This is an optimization exercise on Yosys and OpenROAD, whose aim is small area and a short achievable clock period, not a production implementation. Function was checked by simulation only, so behaviour that the tests miss may differ from the original.

--- design/flow/config.mk ---
export PLATFORM = sky130hd
export DESIGN_NAME = alu_top
export DESIGN_NICKNAME = alu_top
export VERILOG_FILES = /design/flow/design.v
export SDC_FILE = /design/flow/constraint.sdc
export NUM_CORES = 4
export LEC_CHECK = 0
export CAP_MARGIN = 20
export CORE_MARGIN = 2
export CORE_UTILIZATION = 40
export SLEW_MARGIN = 20
--- design/flow/constraint.sdc ---
create_clock -name core_clock -period 29.5 [get_ports {CLK}]
set_input_delay 5.9000 -clock core_clock [delete_from_list [all_inputs] [get_ports {CLK}]]
set_output_delay 5.9000 -clock core_clock [all_outputs]
set_load 0.01 [all_outputs]
--- design/flow/design.v ---
module alu_top(CLK, OP1, OP2, OPRN, OUT, ZERO);
	input CLK;
	input [31:0] OP1;
	input [31:0] OP2;
	input [5:0] OPRN;
	output [31:0] OUT;
	output ZERO;
	reg [31:0] op1_q, op2_q;
	reg [5:0] oprn_q;
	reg [31:0] out_q;
	reg zero_q;
	wire [31:0] alu_out;
	wire alu_zero;
	ALU alu_inst(alu_out, alu_zero, op1_q, op2_q, oprn_q);
	always @(posedge CLK) begin
		op1_q <= OP1;
		op2_q <= OP2;
		oprn_q <= OPRN;
		out_q <= alu_out;
		zero_q <= alu_zero;
	end
	assign OUT = out_q;
	assign ZERO = zero_q;
endmodule

`timescale 1ns/10ps
module mux(result, operand1, operand2, control);
	input operand1, operand2, control;
	output result;
	wire notwire, and1wire, and2wire;
	not not1(notwire, control);
	and and1(and1wire, operand1, notwire);
	and and2(and2wire, operand2, control);
	or or1(result, and1wire, and2wire);
endmodule
module mux26_2x1(result, operand1, operand2, control);
	input [25:0] operand1, operand2;
	input control;
	output [25:0] result;
	genvar i; generate
		for (i=0; i<26; i=i+1)begin : mux5_2x1_gen_loop
			mux m(result[i], operand1[i], operand2[i], control);
		end
	endgenerate
endmodule
module mux5_2x1(result, operand1, operand2, control);
	input [4:0] operand1, operand2;
	input control;
	output [4:0] result;
	genvar i; generate
		for (i=0; i<5; i=i+1)begin : mux5_2x1_gen_loop
			mux m(result[i], operand1[i], operand2[i], control);
		end
	endgenerate
endmodule
module mux32_2x1(result, operand1, operand2, control);
	input [31:0] operand1, operand2;
	input control;
	output [31:0] result;
	genvar i; generate
		for (i=0; i<32; i=i+1)begin : mux_gen_loop
			mux m(result[i], operand1[i], operand2[i], control);
		end
	endgenerate
endmodule
module mux64_2x1(result, operand1, operand2, control);
	input [63:0] operand1, operand2;
	input control;
	output [63:0] result;
	genvar i;
	generate
		for (i=0; i<64; i=i+1)
		begin : mux_gen_loop
			mux m(result[i], operand1[i], operand2[i], control);
		end
	endgenerate
endmodule
module mux32_4x1(result, operand1, operand2, operand3, operand4, control);
	input [31:0] operand1, operand2, operand3, operand4;
	input [1:0] control;
	output [31:0] result;
	wire [31:0] mux1Wire, mux2Wire;
	mux32_2x1 m1(.result(mux1Wire), .operand1(operand1), .operand2(operand2), .control(control[0]));
	mux32_2x1 m2(.result(mux2Wire), .operand1(operand3), .operand2(operand4), .control(control[0]));
	mux32_2x1 m3(.result(result), .operand1(mux1Wire), .operand2(mux2Wire), .control(control[1]));
endmodule
module mux32_8x1(result, operand1, operand2, operand3, operand4, 
	operand5, operand6, operand7, operand8, control);
	input [31:0] operand1, operand2, operand3, operand4, operand5, operand6, operand7, operand8;
	input [2:0] control;
	output [31:0] result;
	wire [31:0] mux1Wire, mux2Wire;
	mux32_4x1 m1(mux1Wire, operand1, operand2, operand3, operand4, control[1:0]);
	mux32_4x1 m2(mux2Wire, operand5, operand6, operand7, operand8, control[1:0]);
	mux32_2x1 m3(result, mux1Wire, mux2Wire, control[2]);
endmodule
module mux32_16x1(result, operand1, operand2, operand3, operand4, 
	operand5, operand6, operand7, operand8,
	operand9, operand10, operand11, operand12, 
	operand13, operand14, operand15, operand16, control);
	input [31:0] operand1, operand2, operand3, operand4, 
	operand5, operand6, operand7, operand8, 
	operand9, operand10, operand11, operand12, 
	operand13, operand14, operand15, operand16;
	input [3:0] control;
	output [31:0] result;
	wire [31:0] mux1Wire, mux2Wire;
	mux32_8x1 m1(.result(mux1Wire), .operand1(operand1), .operand2(operand2), .operand3(operand3), 
		.operand4(operand4), .operand5(operand5), .operand6(operand6), .operand7(operand7), 
		.operand8(operand8), .control(control[2:0]));
	mux32_8x1 m2(.result(mux2Wire), .operand1(operand9), .operand2(operand10), .operand3(operand11), 
		.operand4(operand12), .operand5(operand13), .operand6(operand14), .operand7(operand15), 
		.operand8(operand16), .control(control[2:0]));
	mux32_2x1 m3(.result(result), .operand1(mux1Wire), .operand2(mux2Wire), .control(control[3]));
endmodule
module mux32_32x1(result, d0, d1, d2, d3, d4, d5, d6, d7, d8, d9, d10, d11, d12, d13, d14, d15, 
	d16, d17, d18, d19, d20, d21, d22, d23, d24, d25, d26, d27, d28, d29, d30, d31, control);
	input [31:0] d0, d1, d2, d3, d4, d5, d6, d7, d8, d9, d10, d11, d12, d13, d14, d15, 
	d16, d17, d18, d19, d20, d21, d22, d23, d24, d25, d26, d27, d28, d29, d30, d31;
	input [4:0] control;
	output [31:0] result;
	wire [31:0] mux1Wire, mux2Wire;
	mux32_16x1 m1(mux1Wire, d0, d1, d2, d3, d4, d5, d6, d7, 
		d8, d9, d10, d11, d12, d13, d14, d15, control[3:0]);
	mux32_16x1 m2(mux2Wire, d16, d17, d18, d19, d20, d21, d22, d23, 
		d24, d25, d26, d27, d28, d29, d30, d31, control[3:0]);
	mux32_2x1 m3(result, mux1Wire, mux2Wire, control[4]);
endmodule
module twosComplement(result, operand);
	input [31:0] operand;
	output [31:0] result;
	wire [31:0] notwire;
	wire notNeeded;
	wire add = 1'b0;
	wire [31:0] uno = 32'b1;
	genvar i;
	for (i=0; i<32; i=i+1) begin : logic_loop
		not not1(notwire[i], operand[i]);
	end
	rc_add_sub_32 rc(result, notNeeded, notwire, uno, add);
endmodule
module twosComplement64(result, operand);
	input [63:0] operand;
	output [63:0] result;
	wire [63:0] notwire;
	wire notNeeded;
	wire add = 1'b0;
	wire [63:0] uno = 64'b1;
	genvar i;
	for (i=0; i<64; i=i+1) begin : logic_loop
		not not1(notwire[i], operand[i]);
	end
	rc_add_sub_64 rc(result, notNeeded, notwire, uno, add);
endmodule
module buf32(result, operand);
	input [31:0] operand;
	output [31:0] result;
	genvar i;
	for (i=0; i<32; i=i+1) begin : logic_loop
		buf nb(result[i], operand[i]);
	end
endmodule
module lineDecoder2to4(d, b);
	input [1:0] b;
	output [3:0] d;
	wire [1:0] bundle;
	not n0(bundle[0], b[0]);
	not n1(bundle[1], b[1]);
	and a0(d[0], bundle[0], bundle[1]);
	and a1(d[1], bundle[1], b[0]);
	and a2(d[2], b[1], bundle[0]);
	and a3(d[3], b[1], b[0]);
endmodule
module lineDecoder3to8(d, b);
	input [2:0] b;
	output [7:0] d;
	wire [4:0] bundle;
	lineDecoder2to4 l(bundle[3:0], b[1:0]);
	not n0(bundle[4], b[2]);
	genvar i;
	for (i=0; i<4; i=i+1) begin : logic_loop
		and a1(d[i], bundle[i], bundle[4]);
		and a2(d[i+4], bundle[i], b[2]);
	end
endmodule
module lineDecoder4to16(d, b);
	input [3:0] b;
	output [15:0] d;
	wire [8:0] bundle;
	lineDecoder3to8 l(bundle[7:0], b[2:0]);
	not n0(bundle[8], b[3]);
	genvar i;
	for (i=0; i<8; i=i+1) begin : logic_loop
		and a1(d[i], bundle[i], bundle[8]);
		and a2(d[i+8], bundle[i], b[3]);
	end
endmodule
module lineDecoder5to32(d, b);
	input [4:0] b;
	output [31:0] d;
	wire [16:0] bundle;
	lineDecoder4to16 l(bundle[15:0], b[3:0]);
	not n0(bundle[16], b[4]);
	genvar i;
	for (i=0; i<16; i=i+1) begin : logic_loop
		and a1(d[i], bundle[i], bundle[16]);
		and a2(d[i+16], bundle[i], b[4]);
	end
endmodule
module nor32(result, operand1, operand2);
	input [31:0] operand1, operand2;
	output [31:0] result;
	genvar i;
	generate
		for (i=0; i<32; i=i+1)
		begin : nor32_loop
			nor nor1(result[i], operand1[i], operand2[i]);
		end
	endgenerate
endmodule
module and32(result, operand1, operand2);
	input [31:0] operand1, operand2;
	output [31:0] result;
	genvar i;
	generate
		for (i=0; i<32; i=i+1)
		begin : and32_loop
			and a1(result[i], operand1[i], operand2[i]);
		end
	endgenerate
endmodule
module inv32(result, operand);
	input [31:0] operand;
	output [31:0] result;
	genvar i;
	generate
		for (i=0; i<32; i=i+1)
		begin : inv32_loop
			not not1(result[i], operand[i]);
		end
	endgenerate
endmodule
module or31x1(result, operand);
	input [31:0] operand;
	wire [29:0] orWire; 
	output result;
	or o0(orWire[0], operand[0], operand[1]);
	or o1(orWire[1], orWire[0], operand[2]);
	or o2(orWire[2], orWire[1], operand[3]);
	or o3(orWire[3], orWire[2], operand[4]);
	or o4(orWire[4], orWire[3], operand[5]);
	or o5(orWire[5], orWire[4], operand[6]);
	or o6(orWire[6], orWire[5], operand[7]);
	or o7(orWire[7], orWire[6], operand[8]);
	or o8(orWire[8], orWire[7], operand[9]);
	or o9(orWire[9], orWire[8], operand[10]);
	or o10(orWire[10], orWire[9], operand[11]);
	or o11(orWire[11], orWire[10], operand[12]);
	or o12(orWire[12], orWire[11], operand[13]);
	or o13(orWire[13], orWire[12], operand[14]);
	or o14(orWire[14], orWire[13], operand[15]);
	or o15(orWire[15], orWire[14], operand[16]);
	or o16(orWire[16], orWire[15], operand[17]);
	or o17(orWire[17], orWire[16], operand[18]);
	or o18(orWire[18], orWire[17], operand[19]);
	or o19(orWire[19], orWire[18], operand[20]);
	or o20(orWire[20], orWire[19], operand[21]);
	or o21(orWire[21], orWire[20], operand[22]);
	or o22(orWire[22], orWire[21], operand[23]);
	or o23(orWire[23], orWire[22], operand[24]);
	or o24(orWire[24], orWire[23], operand[25]);
	or o25(orWire[25], orWire[24], operand[26]);
	or o26(orWire[26], orWire[25], operand[27]);
	or o27(orWire[27], orWire[26], operand[28]);
	or o28(orWire[28], orWire[27], operand[29]);
	or o29(orWire[29], orWire[28], operand[30]);
	or o30(result, orWire[29], operand[31]);
endmodule
module or32(result, operand1, operand2);
	input [31:0] operand1, operand2;
	output [31:0] result;
	wire [31:0] norWire;
	nor32 n1(norWire, operand1, operand2);
	inv32 i1(result, norWire);
endmodule
module rc_add_sub_32(result, carryOut, operand1, operand2, subtractNotAdd);
	input [31:0] operand1, operand2;
	input subtractNotAdd;
	output [31:0] result;
	output carryOut;
	wire [31:0] xorProduct;
	wire [31:0] wireNext;
	genvar i;
	generate
		for (i=0; i<32; i=i+1) begin : rc_add_sub_32_loop
			xor xor_inst(xorProduct[i], subtractNotAdd, operand2[i]);
			if(i!=0 && i!=31) begin
				full_adder fa(result[i], wireNext[i],
					operand1[i], xorProduct[i], wireNext[i-1]);
			end else if(i==0) begin
				full_adder fa(result[i], wireNext[i],
					operand1[i], xorProduct[i], subtractNotAdd);
			end else if(i==31) begin
				full_adder fa(result[i], carryOut,
					operand1[i], xorProduct[i], wireNext[i-1]);
			end
		end
	endgenerate
endmodule
module rc_add_sub_64(r, c, o, p, sNa);
	input [63:0] o, p;
	input sNa;
	output [63:0] r;
	output c;
	wire [63:0] xorProduct, wireNext;
	genvar i;
	generate
		for (i=0; i<64; i=i+1) begin : rc_add_sub_64_loop
			xor xor_inst(xorProduct[i], sNa, p[i]);
			if(i!=0 && i!=63) begin
				full_adder fa(r[i], wireNext[i], o[i], xorProduct[i], wireNext[i-1]);
			end else if(i==0) begin
				full_adder fa(r[i], wireNext[i], o[i], xorProduct[i], sNa);
			end else if(i==63) begin
				full_adder fa(r[i], c, o[i], xorProduct[i], wireNext[i-1]);
			end
		end
	endgenerate
endmodule
module full_adder(s, co, o, p, ci);
	input o, p, ci;
	output s, co;
	wire HA1sum, HA1carry, HA2carry;
	half_adder h1(HA1sum, HA1carry, o, p);
	half_adder h2(s, HA2carry, HA1sum, ci);
	or orI(co, HA1carry, HA2carry);
endmodule
module half_adder(s, c, o, p);
	input o, p;
	output s, c;
	xor i(s, o, p);
	and j(c, o, p);
endmodule
`timescale 1ns/10ps
module barrel_shifter(result, operand, shift, leftNotRight);
	input [31:0] operand;
	input [31:0] shift;
	input leftNotRight;
	output [31:0] result;
	wire [31:0] shiftOut0, shiftOut1, muxOut;
	wire orResult;
	right_shifter rs(.result(shiftOut0), .operand(operand), .shift(shift[4:0]));
	left_shifter ls(.result(shiftOut1), .operand(operand), .shift(shift[4:0]));
	mux32_2x1 m(.result(muxOut), .operand1(shiftOut0), 
		.operand2(shiftOut1), .control(leftNotRight));
	or31x1 or1(orResult, {5'b0,{shift[31:5]}});
	mux32_2x1 m1(.result(result), .operand1(muxOut), 
		.operand2(0), .control(orResult));
endmodule
module left_shifter(result, operand, shift);
	input [31:0] operand;
	input [4:0] shift;
	output [31:0] result;
	wire mOut [3:0][31:0];
	genvar i, m, j, k;
	generate
		for (i=0; i<=31; i=i+1)
		begin : input_mux_gen_loop_
			if(i>0) begin
				mux m1(.result(mOut[0][i]), .operand1(operand[i]), .operand2(operand[i-1]), .control(shift[0]));
			end else begin
				mux m2(.result(mOut[0][i]), .operand1(operand[i]), .operand2(1'b0), .control(shift[0]));
			end
		end
		for (m=0; m<3; m=m+1)
		begin : inner_col_mux_gen_loop_
			for (k=0; k<=31; k=k+1)
			begin : inner_mux_gen_loop_
				if(k>=2**(m+1)) begin
					mux m3(.result(mOut[m+1][k]), .operand1(mOut[m][k]), .operand2(mOut[m][k-2**(m+1)]), .control(shift[m+1]));
				end else begin
					mux m4(.result(mOut[m+1][k]), .operand1(mOut[m][k]), .operand2(1'b0), .control(shift[m+1]));
				end
			end
		end
		for (j=0; j<=31; j=j+1)
		begin : result_mux_gen_loop_
			if(j>=16) begin
				mux m5(.result(result[j]), .operand1(mOut[3][j]), .operand2(mOut[3][j-16]), .control(shift[4]));
			end else begin
				mux m6(.result(result[j]), .operand1(mOut[3][j]), .operand2(1'b0), .control(shift[4]));
			end
		end
	endgenerate
endmodule
module right_shifter(result, operand, shift);
	input [31:0] operand;
	input [4:0] shift;
	output [31:0] result;
	wire mOut [3:0][31:0];
	genvar i, m, j, k;
	generate
		for (i=0; i<=31; i=i+1)
		begin : input_mux_gen_loop_
			if(i<31) begin
				mux m1(.result(mOut[0][i]), .operand1(operand[i]), .operand2(operand[i+1]), .control(shift[0]));
			end else begin
				mux m2(.result(mOut[0][i]), .operand1(operand[i]), .operand2(1'b0), .control(shift[0]));
			end
		end
		for (m=0; m<3; m=m+1)
		begin : inner_col_mux_gen_loop_
			for (k=0; k<=31; k=k+1)
			begin : inner_mux_gen_loop_
				if(k<32-2**(m+1)) begin
					mux m3(.result(mOut[m+1][k]), .operand1(mOut[m][k]), .operand2(mOut[m][k+2**(m+1)]), .control(shift[m+1]));
				end else begin
					mux m4(.result(mOut[m+1][k]), .operand1(mOut[m][k]), .operand2(1'b0), .control(shift[m+1]));
				end
			end
		end
		for (j=0; j<=31; j=j+1)
		begin : result_mux_gen_loop_
			if(j<16) begin
				mux m5(.result(result[j]), .operand1(mOut[3][j]), .operand2(mOut[3][j+16]), .control(shift[4]));
			end else begin
				mux m6(.result(result[j]), .operand1(mOut[3][j]), .operand2(1'b0), .control(shift[4]));
			end
		end
	endgenerate
endmodule
module mult_32Bit_Unsigned(resultHigh, resultLow, multiplicand, multiplier);
	input [31:0] multiplicand, multiplier;
	output [31:0] resultHigh, resultLow;
	wire cOut [31:0];
	wire [31:0] op2Wire [31:0];
	and32 an(op2Wire[0], multiplicand, {32{multiplier[0]}});
	buf b2(cOut[0], 1'b0);
	buf b(resultLow[0], op2Wire[0][0]);
	genvar j;
	generate
		for (j=1; j<32; j=j+1) begin : loop_
			wire [31:0] op1Wire;
			and32 an(op1Wire, multiplicand, {32{multiplier[j]}});
			rc_add_sub_32 ad(op2Wire[j], cOut[j], op1Wire, {cOut[j-1],{op2Wire[j-1][31:1]}}, 1'b0);
			buf b(resultLow[j], op2Wire[j][0]);
		end
	endgenerate
	buf32 b4(resultHigh, {cOut[31],{op2Wire[31][31:1]}});
endmodule
module mult(resultHigh, resultLow, multiplicand, multiplier);
	input [31:0] multiplicand, multiplier;
	output [31:0] resultHigh, resultLow;
	wire [31:0] bundle [3:0];
	wire [63:0] unsignedWire, twosOutm, muxOut;
	wire xorGate;
	xor o(xorGate, multiplicand[31], multiplier[31]);
	twosComplement t1(bundle[0], multiplicand);
	mux32_2x1 m1(bundle[1], multiplicand, bundle[0], multiplicand[31]);
	twosComplement t2(bundle[2], multiplier);
	mux32_2x1 m2(bundle[3], multiplier, bundle[2], multiplier[31]);
	mult_32Bit_Unsigned mul(unsignedWire[63:32], unsignedWire[31:0], bundle[1], bundle[3]);
	twosComplement64 t3(twosOutm, unsignedWire);
	mux64_2x1 m3(muxOut, unsignedWire, twosOutm, xorGate);
	buf32 b1(resultLow, muxOut[31:0]);
	buf32 b2(resultHigh, muxOut[63:32]);
endmodule
`timescale 1ns/10ps
module ALU(OUT, ZERO, OP1, OP2, OPRN);
	input [(32 -1):0] OP1;  
	input [(32 -1):0] OP2;  
	input [(6 -1):0] OPRN;  
	output [(32 -1):0] OUT;  
	output ZERO;
	wire [31:0] addSubWire;
	wire [31:0] shftWire;
	wire [31:0] mulWire;
	wire [31:0] andWire;
	wire [31:0] orWire;
	wire [31:0] norWire;
	wire [31:0] nullWire;
	wire carryWire;
	wire nonZero;
	wire [31:0] muxWire;
	wire lnr;
	wire andADDWire;
	wire orADDWire;
	and andADD(andADDWire, OPRN[0], OPRN[3]);
	rc_add_sub_32 addSub(.result(addSubWire), .carryOut(carryWire), .operand1(OP1), .operand2(OP2), .subtractNotAdd(OPRN[1])); 
	mult mult_32Bit_Signed(.resultHigh(nullWire), .resultLow(mulWire), .multiplicand(OP1), .multiplier(OP2));
	not lnrNOT(lnr, OPRN[0]);
	barrel_shifter b1(shftWire, OP1, OP2, lnr);
	nor32 n1(.result(norWire), .operand1(OP1), .operand2(OP2));
	or32 o1(.result(orWire), .operand1(OP1), .operand2(OP2));
	and32 a1(.result(andWire), .operand1(OP1), .operand2(OP2));
	mux32_16x1 m1(muxWire, addSubWire, addSubWire, addSubWire, mulWire, 
		shftWire, shftWire, andWire, orWire, 
		norWire, addSubWire, addSubWire, addSubWire, 
		addSubWire, addSubWire, addSubWire, 
		addSubWire, OPRN[3:0]);
	or31x1 or1(nonZero, muxWire);
	not zeroNOT(ZERO, nonZero);
	buf32 bbb(OUT, muxWire);
endmodule
--- design/flow/run.sh ---
#!/bin/bash
# synth_recipe.tcl (not shown) runs the flow's synth.tcl, then flattens the netlist and writes it again
# the make line also repeats each setting of config.mk as NAME=value (left out here)
make -C /OpenROAD-flow-scripts/flow DESIGN_CONFIG=/design/flow/config.mk WORK_HOME=/design/flow/orfs CLKGATE_MAP_FILE= SYNTH_SCRIPT=/design/flow/synth_recipe.tcl finish
==> results.sh <==
export IMPL_placeableCoreArea_mm2=0.05770
export IMPL_worst_r2r_path_depth=78
export IMPL_dp_worst_setup_slack_ps=-743.3
export IMPL_path_class="register to register"
export IMPL_cp_top_family="adder cells"
export IMPL_post_synth_top_count_cell="sky130_fd_sc_hd__nand2_1"
export IMPL_hold_viol_final=0
export IMPL_synth_cell_type_count=78
export IMPL_port_buffers=101
export IMPL_setup_viol=0
export IMPL_crit_path_end="zero_q$_DFF_P_"
export IMPL_global_route_usage_met2_pct=44.55
export IMPL_synth_edf_count=0
export IMPL_tightestPinTransition_ps=1211
export IMPL_final_period_minus_worst_setup_slack_ps=28860
export IMPL_rr_startpoint="op1_q[0]$_DFF_P_"
export IMPL_fillCellCount=5631
export IMPL_slew_limit_headroom_pct=18.58
export IMPL_final_setup_worst_slack_ps=638.9
export IMPL_tritoncts_clock_tree="built"
export IMPL_timing_critical_path_from_type="register"
export IMPL_synth_warning_count=5
export IMPL_num_vias=20050
export IMPL_worstReg2RegEnd="zero_q$_DFF_P_"
export IMPL_ys_top_cells_by_area="sky130_fd_sc_hd__fa_1 (40%), sky130_fd_sc_hd__nand2_1 (9.5%), sky130_fd_sc_hd__dfxtp_1 (8.7%)"
export IMPL_grtUsageMet3_pct=6.199
export IMPL_gp_routability_congestion=1.010
export IMPL_whs_ps=819.9
export IMPL_critical_path_cell_count=78
export IMPL_grt_pass1_vias=20720
export IMPL_period_share_pct=97.83
export IMPL_cts_root_to_sink_buffers=2
export IMPL_fin_tns_setup_ps=0
export IMPL_initial_utilization_pct=40.41
export IMPL_fmax_achieved_ghz=0.03465
export IMPL_critPathLaunch="op1_q[0]$_DFF_P_"
export IMPL_hold_class="register to register"
export IMPL_path_max_fanout=17
export IMPL_wl_per_cell_um=26.34
export IMPL_area_delta_synth_final_pct=13.00
export IMPL_grt_most_used_layer="met2"
export IMPL_proportion_of_register_bits_with_asynchronous_set_or_reset_after_synthesis_pct=0
export IMPL_design_final_nets=3252
export IMPL_post_route_drc_count=0
export IMPL_insertion_delay_ps=390
export IMPL_die_width_um=245.4
export IMPL_grt_remaining_overflow=0
export IMPL_fp_row_count=88
export IMPL_grt_first_pass_wirelength_um=132500
export IMPL_synth_common_cells="sky130_fd_sc_hd__nand2_1 (587), sky130_fd_sc_hd__fa_1 (465), sky130_fd_sc_hd__inv_1 (172), sky130_fd_sc_hd__clkbuf_1 (145), sky130_fd_sc_hd__o21ai_0 (136)"
export IMPL_crit_top_cell="sky130_fd_sc_hd__fa_2"
export IMPL_cts_hold_repair_buffers=0
export IMPL_worst_path_largest_cell_delay_ps=600
export IMPL_drt_pre_antenna_iters=7
export IMPL_die_height_um=245.4
export IMPL_run_status="timing/DRC/antenna clean"
export IMPL_worst_path_required_time_ps=29800
export IMPL_cts_sink_count=101
export IMPL_root_buffer="sky130_fd_sc_hd__clkbuf_16"
export IMPL_cp_data_arrival_time_ps=29160
export IMPL_finalMaxSlewViolations=0
export IMPL_cp_num_buf_inv=9
export IMPL_drive_gt1_share_pct=22.07
export IMPL_dominantRegCellSynth="sky130_fd_sc_hd__dfxtp_1"
export IMPL_number_of_nets_with_antenna_violations_after_routing=0
export IMPL_synthesis_area_mm2=0.02331
export IMPL_critical_path_endpoint_type="register"
export IMPL_synth_top_cell_by_area="sky130_fd_sc_hd__fa_1"
export IMPL_detail_route_wirelength_um=88570
export IMPL_groute_usage_overall_pct=29.68
export IMPL_ys_seq_elements=101
export IMPL_clk_pin_slew_ps=80
export IMPL_post_drt_via_cell_ratio=5.964
export IMPL_multi_input_comb_area_mm2=0.02066
export IMPL_avgSynthCellArea_um2=9.009
export IMPL_layout_area_seq_mm2=0.002038
export IMPL_tritoncts_num_buffers=9
export IMPL_grt_start_max_net_pins=63
export IMPL_io_pin_count=104
export IMPL_fin_skew_ps=12.50
export IMPL_synth_cells=2588
export IMPL_ff2ff_setup_slack_ps=640
export IMPL_dieArea_mm2=0.06023
export IMPL_ctsHtreeMaxLevel=3
export IMPL_cpMaxStageDelayCell="sky130_fd_sc_hd__fa_2"
export IMPL_synth_sequential_area_ratio_pct=8.672
export IMPL_drt_iter0_markers=2197
export IMPL_yosysTopAreaCellShare_pct=39.93
export IMPL_grt_antenna_before_repair=3
export IMPL_place_hpwl_um=69950
export IMPL_mappedNetlistNets=3249
export IMPL_met1_global_route_usage_pct=42.68
export IMPL_max_cap_violations=0
flip-flops by register name (all words and copies together), names as in the netlist:
signal / count
oprn_q: 4
zero_q: 1
op1_q: 32
op2_q: 32
out_q: 32
cells in the final DEF (no fill, tap or decap), types with 7 or more instances in the layout:
cell / count
sky130_fd_sc_hd__a211oi_1: 18
sky130_fd_sc_hd__a21oi_1: 67
sky130_fd_sc_hd__a221oi_1: 12
sky130_fd_sc_hd__a22o_1: 7
sky130_fd_sc_hd__a22oi_1: 12
sky130_fd_sc_hd__a31oi_1: 9
sky130_fd_sc_hd__and2_1: 29
sky130_fd_sc_hd__buf_4: 95
sky130_fd_sc_hd__clkbuf_16: 9
sky130_fd_sc_hd__clkdlybuf4s50_1: 101
sky130_fd_sc_hd__dfxtp_1: 92
sky130_fd_sc_hd__dfxtp_2: 7
sky130_fd_sc_hd__fa_1: 182
sky130_fd_sc_hd__fa_2: 283
sky130_fd_sc_hd__ha_1: 120
sky130_fd_sc_hd__inv_1: 124
sky130_fd_sc_hd__inv_2: 50
sky130_fd_sc_hd__mux2_2: 76
sky130_fd_sc_hd__mux2i_1: 73
sky130_fd_sc_hd__mux4_2: 13
sky130_fd_sc_hd__nand2_1: 584
sky130_fd_sc_hd__nand3_1: 21
sky130_fd_sc_hd__nor2_1: 124
sky130_fd_sc_hd__nor3_1: 22
sky130_fd_sc_hd__nor4_1: 10
sky130_fd_sc_hd__o2111ai_1: 9
sky130_fd_sc_hd__o211ai_1: 24
sky130_fd_sc_hd__o21ai_0: 134
sky130_fd_sc_hd__o221ai_1: 11
sky130_fd_sc_hd__o22a_1: 9
sky130_fd_sc_hd__o22ai_1: 39
sky130_fd_sc_hd__o311ai_0: 14
sky130_fd_sc_hd__o31ai_1: 9
sky130_fd_sc_hd__or3_1: 7
sky130_fd_sc_hd__xnor2_1: 53
sky130_fd_sc_hd__xor2_1: 37
how the worst min path moves through the flow:
| stage | from | to | slack (ps) | depth (start not counted) |
|---|---|---|---|---|
| 2_1_floorplan | op2_q[14]$_DFF_P_ | out_q[14]$_DFF_P_ | 660 | 3 |
| 3_3_place_gp | op2_q[22]$_DFF_P_ | out_q[22]$_DFF_P_ | 780 | 3 |
| 3_5_place_dp | op2_q[22]$_DFF_P_ | out_q[22]$_DFF_P_ | 770 | 3 |
| 4_1_cts | op2_q[22]$_DFF_P_ | out_q[22]$_DFF_P_ | 790 | 3 |
| 5_1_grt | op2_q[22]$_DFF_P_ | out_q[22]$_DFF_P_ | 890 | 3 |
| 6_report | op2_q[22]$_DFF_P_ | out_q[22]$_DFF_P_ | 820 | 3 |
logic make-up after synthesis:
family	after synthesis	share of synthesized area (%)
DFF	101	8.672
buffers and inverters	378	6.316
AOI/OAI and AO/OA	431	12.02
and+or+nand+nor	828	14.42
xor gates and xnor gates	93	3.612
muxes	166	8.281
adders and majority gates	591	46.68
layout make-up:
class	count	share of cell area, %
Clock inverter	7	0.3324
Sequential cell	101	7.736
Inverter	174	2.479
Timing Repair Buffer	196	6.544
Antenna cell	1	0.009498
Clock buffer	9	0.8548
Multi-Input combinational cell	2109	78.41
Tap cell	765	3.633
worst register-to-register path: cells and delay by family, from the launching register on:
kind | cells | cell delay, ps
and+or+nand+nor | 5 | 1190
DFF | 1 | 370
buffers and inverters | 9 | 790
adders and majority gates | 60 | 25680
AOI/OAI and AO/OA | 3 | 620
muxes | 1 | 150
through the flow:
stage	std cells	util, %	instance area [µm²]
finish	3362	45.66	26350
detailed placement	3343	43.66	25190
global placement	3343	43.66	25190
CTS	3359	44.49	25670
floorplan	2588	-	23320
global route	3361	45.66	26340
routing by layer:
| metal | vias up | share of wire, % |
|---|---|---|
| met4 | 0 | 3.6 |
| met5 | - | 0 |
| met2 | 973 | 43 |
| met1 | 10360 | 43 |
| li1 | 8566 | - |
| met3 | 154 | 10 |
what timing repair did:
action / in CTS / in global routing
endpoints found under the setup margin: 3 / 3
setup buffers: 0 / 2
pin swaps: 42 / 229
gates resized for setup: 60 / 297

port drivers added, routing unchanged:
The flow's constraints put no driver on any port. The routed layout listed below was extracted and timed again, unchanged, in two steps.
Step 1 (the two cells are an assumption about what drives the block):
set clk [get_ports {CLK}]
set_driving_cell -lib_cell sky130_fd_sc_hd__clkbuf_16 $clk
set_driving_cell -lib_cell sky130_fd_sc_hd__buf_2 [delete_from_list [all_inputs] $clk]
Step 2 moves the port delays by t, midway between the first and last clock arrival at a register: inputs arrive t later, outputs are due t later. That takes back most of the time a late clock gives input paths.
Three values: no drivers, after step 1, after step 2; two values: the first two.
t (ns): 0.424
slack for setup (ns): 0.639 / 0.639 / 0.639
hold slack, ns: 0.820 / 0.820 / 0.820
worst register clock-pin slew, ns: 0.08 / 0.08
cell pins on the clock port's net: 1
After both steps this run still meets setup and hold. The setup slack of this run moves by 0.000 ns with the drivers and by 0.000 ns with both steps.
